From an optimization exercise on the open Yosys and OpenROAD flow, aimed at small area; shortcuts taken in it are not production practice.
Function was checked by simulation only, so behaviour that the tests miss may differ from the original.
The flow treats the clock pin as an ideal source. Dropping or thinning the clock tree relies on that and would not hold on a real chip.
No activity file was given, so power comes from the tool's default toggle rates.

==> run M: inputs <==
// top
module top #(
    parameter int INC_DEC_INTERVAL = 10_000,
    parameter int INC_DEC_MAX      = 200,
    parameter int STATE_COUNT      = 6,
    parameter int PWM_INTERVAL     = 1200,
    parameter int STEP_VAL         = (PWM_INTERVAL / INC_DEC_MAX) > 0
                                   ? (PWM_INTERVAL / INC_DEC_MAX) : 1
) (
    input  logic clk,
    input  logic SW,
    output logic RGB_R,
    output logic RGB_G,
    output logic RGB_B,
    output logic LED
);
==> module top, before the edit <==
module top #(
    parameter int INC_DEC_INTERVAL = 10_000,
    parameter int INC_DEC_MAX      = 200,
    parameter int STATE_COUNT      = 6,
    parameter int PWM_INTERVAL     = 1200,
    parameter int STEP_VAL         = (PWM_INTERVAL / INC_DEC_MAX) > 0
                                   ? (PWM_INTERVAL / INC_DEC_MAX) : 1
) (
    input  logic clk,
    input  logic SW,
    output logic RGB_R,
    output logic RGB_G,
    output logic RGB_B,
    output logic LED
);
    wire rst_n = SW;
    logic [2:0] p1;        
    logic [7:0] p6;        
    logic [4:0] blk;       
    logic [7:0] J;         
    logic       par;       
    logic [1:0] k;         
    wire p1_1 = ~p1[1] &  p1[0];
    wire p1_3 =  p1[2] &  p1[0];
    wire p1_5 =  p1[2] & ~p1[1];
    wire blk_end = (p6 == 8'd66  && p1_3) ||
                   (p6 == 8'd133 && p1_1) ||
                   (p6 == 8'd199 && p1_5);
    wire tick    = blk_end && blk == 5'd31;
    wire odd     = par;
    wire last    = odd ? (J == 8'd1) : (J == 8'd199);
    wire start   = k[1] & k[0];
    always_ff @(posedge clk or negedge rst_n)
        if (!rst_n) begin
            p1      <= '0;
            p6      <= '0;
            blk     <= 5'd7;
            J       <= '0;
            par     <= 1'b0;
            k       <= 2'b11;
        end else begin
            p1 <= {p1[1:0], ~p1[2]};
            if (p1_5)
                p6 <= (p6 == 8'd199) ? 8'd0 : p6 + 8'd1;
            if (blk_end)
                blk <= (blk == 5'd31) ? 5'd7 : blk + 5'd1;
            if (tick) begin
                J <= odd ? J - 8'd1 : J + 8'd1;
                if (last)
                    par <= ~par;
                if (last || start)
                    k <= {k[0] & ~k[1], ~(k[1] | k[0])};
            end
        end
    wire ramp = p6 < J;
    wire k0 = ~(k[1] ^ k[0]);
    wire k1 = k[0] & ~k[1];
    wire k2 = k[1] & ~k[0];
    wire on_g = k0 ? ramp : (k1 ?  par : ~par);
    wire on_r = k1 ? ramp : (k2 ?  par : ~par & ~k[0]);
    wire on_b = k2 ? ramp : (k0 ?  par : ~par);
    assign RGB_R = ~on_r;
    assign RGB_G = ~on_g;
    assign RGB_B = ~on_b;
    assign LED   = 1'b1;
endmodule
clock: 10.0 ns
lec_check: 0
cap_margin: 0
core_margin: 2
core_utilization: 75
slew_margin: 0
standard.sh (not shown) runs the stock make flow with config.mk's settings and CLKGATE_MAP_FILE= SYNTH_SCRIPT=/design/flow/synth_recipe.tcl, a recipe that flattens the netlist after the stock synthesis.
==> flow/flow/run.sh <==
#!/bin/bash
# Layout flow: the standard synthesis, then an area-oriented re-synthesis
# of the combinational logic only (registers untouched: same names and
# cells), then the standard layout from floorplan to finish, with small
# port buffers and a flat clock tree of a few buffers.
set -euo pipefail
HERE=$(pwd)
RESYN_TIME=20
RESYN_ROUNDS="1 2 3 4 5 6 7 8"
CLOCK_BUF_CELL=sky130_fd_sc_hd__clkbuf_8
CLOCK_BUF_COUNT=2
[[ -f flow/settings.sh ]] && source flow/settings.sh
export CLOCK_BUF_CELL CLOCK_BUF_COUNT
R=$HERE/orfs/results/$FLOW_PLATFORM/top/base
YOSYS=$FLOW_HOME/../tools/install/yosys/bin/yosys
LIB=$FLOW_HOME/platforms/sky130hd/lib/sky130_fd_sc_hd__tt_025C_1v80.lib

bash standard.sh synth > std_synth.log 2>&1
cp $R/1_2_yosys.v $HERE/std_netlist.v

# Re-synthesise the combinational logic with several random seeds; keep the smallest.
DU=$(grep -o -- "-dont_use [^ ]*" $HERE/orfs/logs/$FLOW_PLATFORM/top/base/1_2_yosys.log | sort -u | tr '\n' ' ')
resyn() {
  local s=$1
  echo "strash; &get -n; &deepsyn -T $RESYN_TIME -S $s; &put; dch -f; amap" > resyn_$s.abc
  cat > resyn_$s.ys <<EOT
read_liberty -ignore_miss_func $LIB
read_verilog $HERE/std_netlist.v
hierarchy -top $FLOW_TOP
setattr -set keep_hierarchy 1 t:sky130_fd_sc_hd__df* t:sky130_fd_sc_hd__conb_1
flatten
delete t:\$scopeinfo
abc -liberty $LIB $DU -script $HERE/resyn_$s.abc
opt_clean -purge
tee -o resyn_$s.stat stat -liberty $LIB
select $FLOW_TOP
write_verilog -noattr -nohex -nodec -selected resyn_$s.v
EOT
  $YOSYS -s resyn_$s.ys > resyn_$s.log 2>&1 || true
}
n=0
for s in $RESYN_ROUNDS; do
  resyn $s &
  n=$((n+1)); if (( n % ${NUM_CORES:-4} == 0 )); then wait; fi
done
wait
best=""; bestA=""
for s in $RESYN_ROUNDS; do
  a=$(grep "Chip area for module" resyn_$s.stat 2>/dev/null | awk '{print $NF}') || true
  [[ -n "$a" ]] || continue
  echo "seed $s area $a" >> resyn_choice.txt
  if [[ -z "$bestA" ]] || awk -v a=$a -v b=$bestA 'BEGIN{exit !(a<b)}'; then best=$s; bestA=$a; fi
done
echo "best seed $best area $bestA" >> resyn_choice.txt
if [[ -n "$best" ]]; then
  cp resyn_$best.v $R/1_2_yosys.v
  rm -f $R/1_synth.odb $R/1_synth.sdc
fi

bash standard.sh "BUFFER_PORTS_ARGS=-buffer_cell sky130_fd_sc_hd__buf_1" \
  "POST_CTS_TCL=$HERE/flow/post_cts.tcl" finish > std_finish.log 2>&1
==> flow/flow/clockbuf.tcl <==
# Replace the clock tree that CTS built by N buffers of one cell type, each
# driven by the clock port and driving a group of sinks split by position.
proc replace_clock_tree { clk_name cell nbuf } {
  set block [ord::get_db_block]
  set clk_net [$block findNet $clk_name]
  set sinks {}
  set tree_insts {}
  set tree_nets {}
  set todo [list $clk_net]
  while {[llength $todo]} {
    set n [lindex $todo 0]; set todo [lrange $todo 1 end]
    foreach it [$n getITerms] {
      if {[$it isOutputSignal]} continue
      set inst [$it getInst]
      set m [[$inst getMaster] getName]
      if {[string match "sky130_fd_sc_hd__clkbuf_*" $m] || [string match "sky130_fd_sc_hd__clkinvlp_*" $m]} {
        if {[lsearch -exact $tree_insts $inst] < 0} { lappend tree_insts $inst }
        foreach o [$inst getITerms] {
          if {[$o isOutputSignal] && [$o getNet] ne "NULL"} { lappend todo [$o getNet]; lappend tree_nets [$o getNet] }
        }
      } else {
        lappend sinks $it
      }
    }
  }
  puts "replace_clock_tree: [llength $sinks] sinks, removing [llength $tree_insts] tree cells"
  # sort sinks by x (then split into nbuf groups of equal size)
  set keyed {}
  foreach it $sinks {
    set b [[$it getInst] getBBox]
    lappend keyed [list [expr {([$b xMin]+[$b xMax])/2}] [expr {([$b yMin]+[$b yMax])/2}] $it]
  }
  set keyed [lsort -integer -index 0 $keyed]
  foreach it $sinks { $it disconnect }
  foreach inst $tree_insts { odb::dbInst_destroy $inst }
  foreach n [lsort -unique $tree_nets] { odb::dbNet_destroy $n }
  set master [[ord::get_db] findMaster $cell]
  set total [llength $keyed]
  for {set g 0} {$g < $nbuf} {incr g} {
    set lo [expr {$g * $total / $nbuf}]
    set hi [expr {($g + 1) * $total / $nbuf - 1}]
    set grp [lrange $keyed $lo $hi]
    set sx 0; set sy 0
    foreach e $grp { set sx [expr {$sx + [lindex $e 0]}]; set sy [expr {$sy + [lindex $e 1]}] }
    set cx [expr {$sx / [llength $grp]}]; set cy [expr {$sy / [llength $grp]}]
    set buf [odb::dbInst_create $block $master clkbuf_leaf_$g]
    set leaf [odb::dbNet_create $block clknet_leaf_$g]
    $leaf setSigType CLOCK
    [$buf findITerm A] connect $clk_net
    [$buf findITerm X] connect $leaf
    foreach e $grp { [lindex $e 2] connect $leaf }
    $buf setLocation $cx $cy
    $buf setPlacementStatus PLACED
  }
}
==> flow/flow/post_cts.tcl <==
# Runs at the end of ORFS's CTS step (POST_CTS_TCL): swap the clock tree for
# a few clock buffers fed by the clock port, then legalise the placement.
source [file join [file dirname [info script]] clockbuf.tcl]
replace_clock_tree clk $::env(CLOCK_BUF_CELL) $::env(CLOCK_BUF_COUNT)
detailed_placement
check_placement -verbose
==> flow/flow/settings.sh <==
RESYN_ROUNDS="2"
CLOCK_BUF_CELL=sky130_fd_sc_hd__clkbuf_16
CLOCK_BUF_COUNT=1
==> inputs of run C, as changes to run M <==
--- a/flow/design.v
+++ b/flow/design.v
@@ -27,5 +27,5 @@
                    (p6 == 8'd133 && p1_1) ||
                    (p6 == 8'd199 && p1_5);
-    wire tick    = blk_end && blk == 5'd31;
+    wire tick    = blk_end && blk == 5'd24;
     wire odd     = par;
     wire last    = odd ? (J == 8'd1) : (J == 8'd199);
@@ -35,5 +35,5 @@
             p1      <= '0;
             p6      <= '0;
-            blk     <= 5'd7;
+            blk     <= '0;
             J       <= '0;
             par     <= 1'b0;
@@ -44,5 +44,5 @@
                 p6 <= (p6 == 8'd199) ? 8'd0 : p6 + 8'd1;
             if (blk_end)
-                blk <= (blk == 5'd31) ? 5'd7 : blk + 5'd1;
+                blk <= (blk == 5'd24) ? 5'd0 : blk + 5'd1;
             if (tick) begin
                 J <= odd ? J - 8'd1 : J + 8'd1;
==> flow/flow/run.sh (replaced) <==
#!/bin/bash
# Layout flow: the standard synthesis, then an area-oriented re-synthesis
# of the combinational logic only (registers untouched, same names and cells),
# then the standard layout from floorplan to finish.
set -euo pipefail
HERE=$(pwd)
MAKE_ARGS=()
[[ -f flow/settings.sh ]] && source flow/settings.sh
R=$HERE/orfs/results/$FLOW_PLATFORM/top/base
YOSYS=$FLOW_HOME/../tools/install/yosys/bin/yosys
LIB=$FLOW_HOME/platforms/sky130hd/lib/sky130_fd_sc_hd__tt_025C_1v80.lib

bash standard.sh synth > std_synth.log 2>&1
cp $R/1_2_yosys.v $HERE/std_netlist.v

# Re-synthesise the combinational logic with a few random seeds, keep the smallest.
DU=$(grep -o -- "-dont_use [^ ]*" $HERE/orfs/logs/$FLOW_PLATFORM/top/base/1_2_yosys.log | sort -u | tr '\n' ' ')
SEEDS="${RESYN_SEEDS:-1 2 3 4}"
for s in $SEEDS; do
  echo "strash; &get -n; &deepsyn -T ${RESYN_TIME:-90} -S $s; &put; dch -f; amap" > resyn_$s.abc
  cat > resyn_$s.ys <<EOT
read_liberty -ignore_miss_func $LIB
read_verilog $HERE/std_netlist.v
hierarchy -top $FLOW_TOP
setattr -set keep_hierarchy 1 t:sky130_fd_sc_hd__df* t:sky130_fd_sc_hd__conb_1
flatten
delete t:\$scopeinfo
abc -liberty $LIB $DU -script $HERE/resyn_$s.abc
opt_clean -purge
tee -o resyn_$s.stat stat -liberty $LIB
select $FLOW_TOP
write_verilog -noattr -nohex -nodec -selected resyn_$s.v
EOT
  $YOSYS -s resyn_$s.ys > resyn_$s.log 2>&1 &
done
wait
best=""; bestA=""
for s in $SEEDS; do
  a=$(grep "Chip area for module" resyn_$s.stat | awk '{print $NF}') || true
  [[ -n "$a" ]] || continue
  if [[ -z "$bestA" ]] || awk -v a=$a -v b=$bestA 'BEGIN{exit !(a<b)}'; then best=$s; bestA=$a; fi
done
echo "best seed $best area $bestA" > resyn_choice.txt
cp resyn_$best.v $R/1_2_yosys.v
rm -f $R/1_synth.odb $R/1_synth.sdc

bash standard.sh "${MAKE_ARGS[@]}" finish > std_finish.log 2>&1
==> flow/flow/settings.sh (replaced) <==
RESYN_TIME=20
- CAP_MARGIN: 0 -> 20
- CORE_UTILIZATION: 75 -> 40
- CTS_BUF_LIST: not set -> sky130_fd_sc_hd__clkbuf_16
- CTS_CLUSTER_DIAMETER: not set -> 200
- CTS_CLUSTER_SIZE: not set -> 30
- SLEW_MARGIN: 0 -> 20
removed: flow/flow/clockbuf.tcl
removed: flow/flow/post_cts.tcl
==> inputs of run R, as changes to run M <==
- CAP_MARGIN: 0 -> 20
- CORE_UTILIZATION: 75 -> 40
- SLEW_MARGIN: 0 -> 20
removed: flow/flow/settings.sh
==> summary.txt <==
outcome=no timing/DRC/antenna violations; clock share of power=0.288; comb pwr=2.55 uW; router iterations before antenna repair=5; pre-CTS setup slack=5.93 ns; layout cell share with drive strength beyond 1=0.0494; Area Growth Syn to Fin=8.13%; slowest stage delay, CP=0.45 ns; Post-Place Cells=204; met2 GRT Util=0.258; wire length per cell=11.6 um; GRT Total Usage=0.158
-- figures above: run R

==> summary.txt <==
Area Growth Syn to Fin=14.5%; wire length per cell=12.6 um; Post-Place Cells=203; GRT Total Usage=0.159; layout cell share with drive strength beyond 1=0.0429; met2 GRT Util=0.263; router iterations before antenna repair=4; outcome=no timing/DRC/antenna violations; clock share of power=0.443; comb pwr=2.82 uW; pre-CTS setup slack=5.67 ns
-- figures above: run C

==> summary.txt <==
router iterations before antenna repair=4; slowest stage delay, CP=0.45 ns; met2 GRT Util=0.501; clock share of power=0.284; comb pwr=2.51 uW; wire length per cell=15.0 um; outcome=no timing/DRC/antenna violations; pre-CTS setup slack=5.94 ns
-- figures above: run M

In run M and run R the design's own scripts or RTL, not TritonCTS, make the clock network.

==> port drivers added, routing unchanged <==
The results above use ideal ports. As a check the final layouts listed here were re-extracted and re-timed, cells and wires unchanged. Step 1, drivers: a clkbuf_16 drives clk and a buf_2 each remaining input, both assumed. Step 2 times the ports against the registers' clock, not the clock port: input delays grow and output delays shrink by t, the midpoint of the rising clock arrivals with the driver on. Three values: ideal, step 1, step 2; two values: the first two.
run | t (ns) | setup slack, ns | worst data-port slew with drivers (ns) | pins driven straight from the clock port
run M | 0.185 | 5.652 / 5.624 / 5.809 | 0.03 | 1
run C | 0.283 | 5.301 / 5.273 / 5.557 | 0.03 | 1
run R | 0.176 | 5.747 / 5.715 / 5.891 | 0.03 | 2
After both steps every run listed still meets setup and hold.
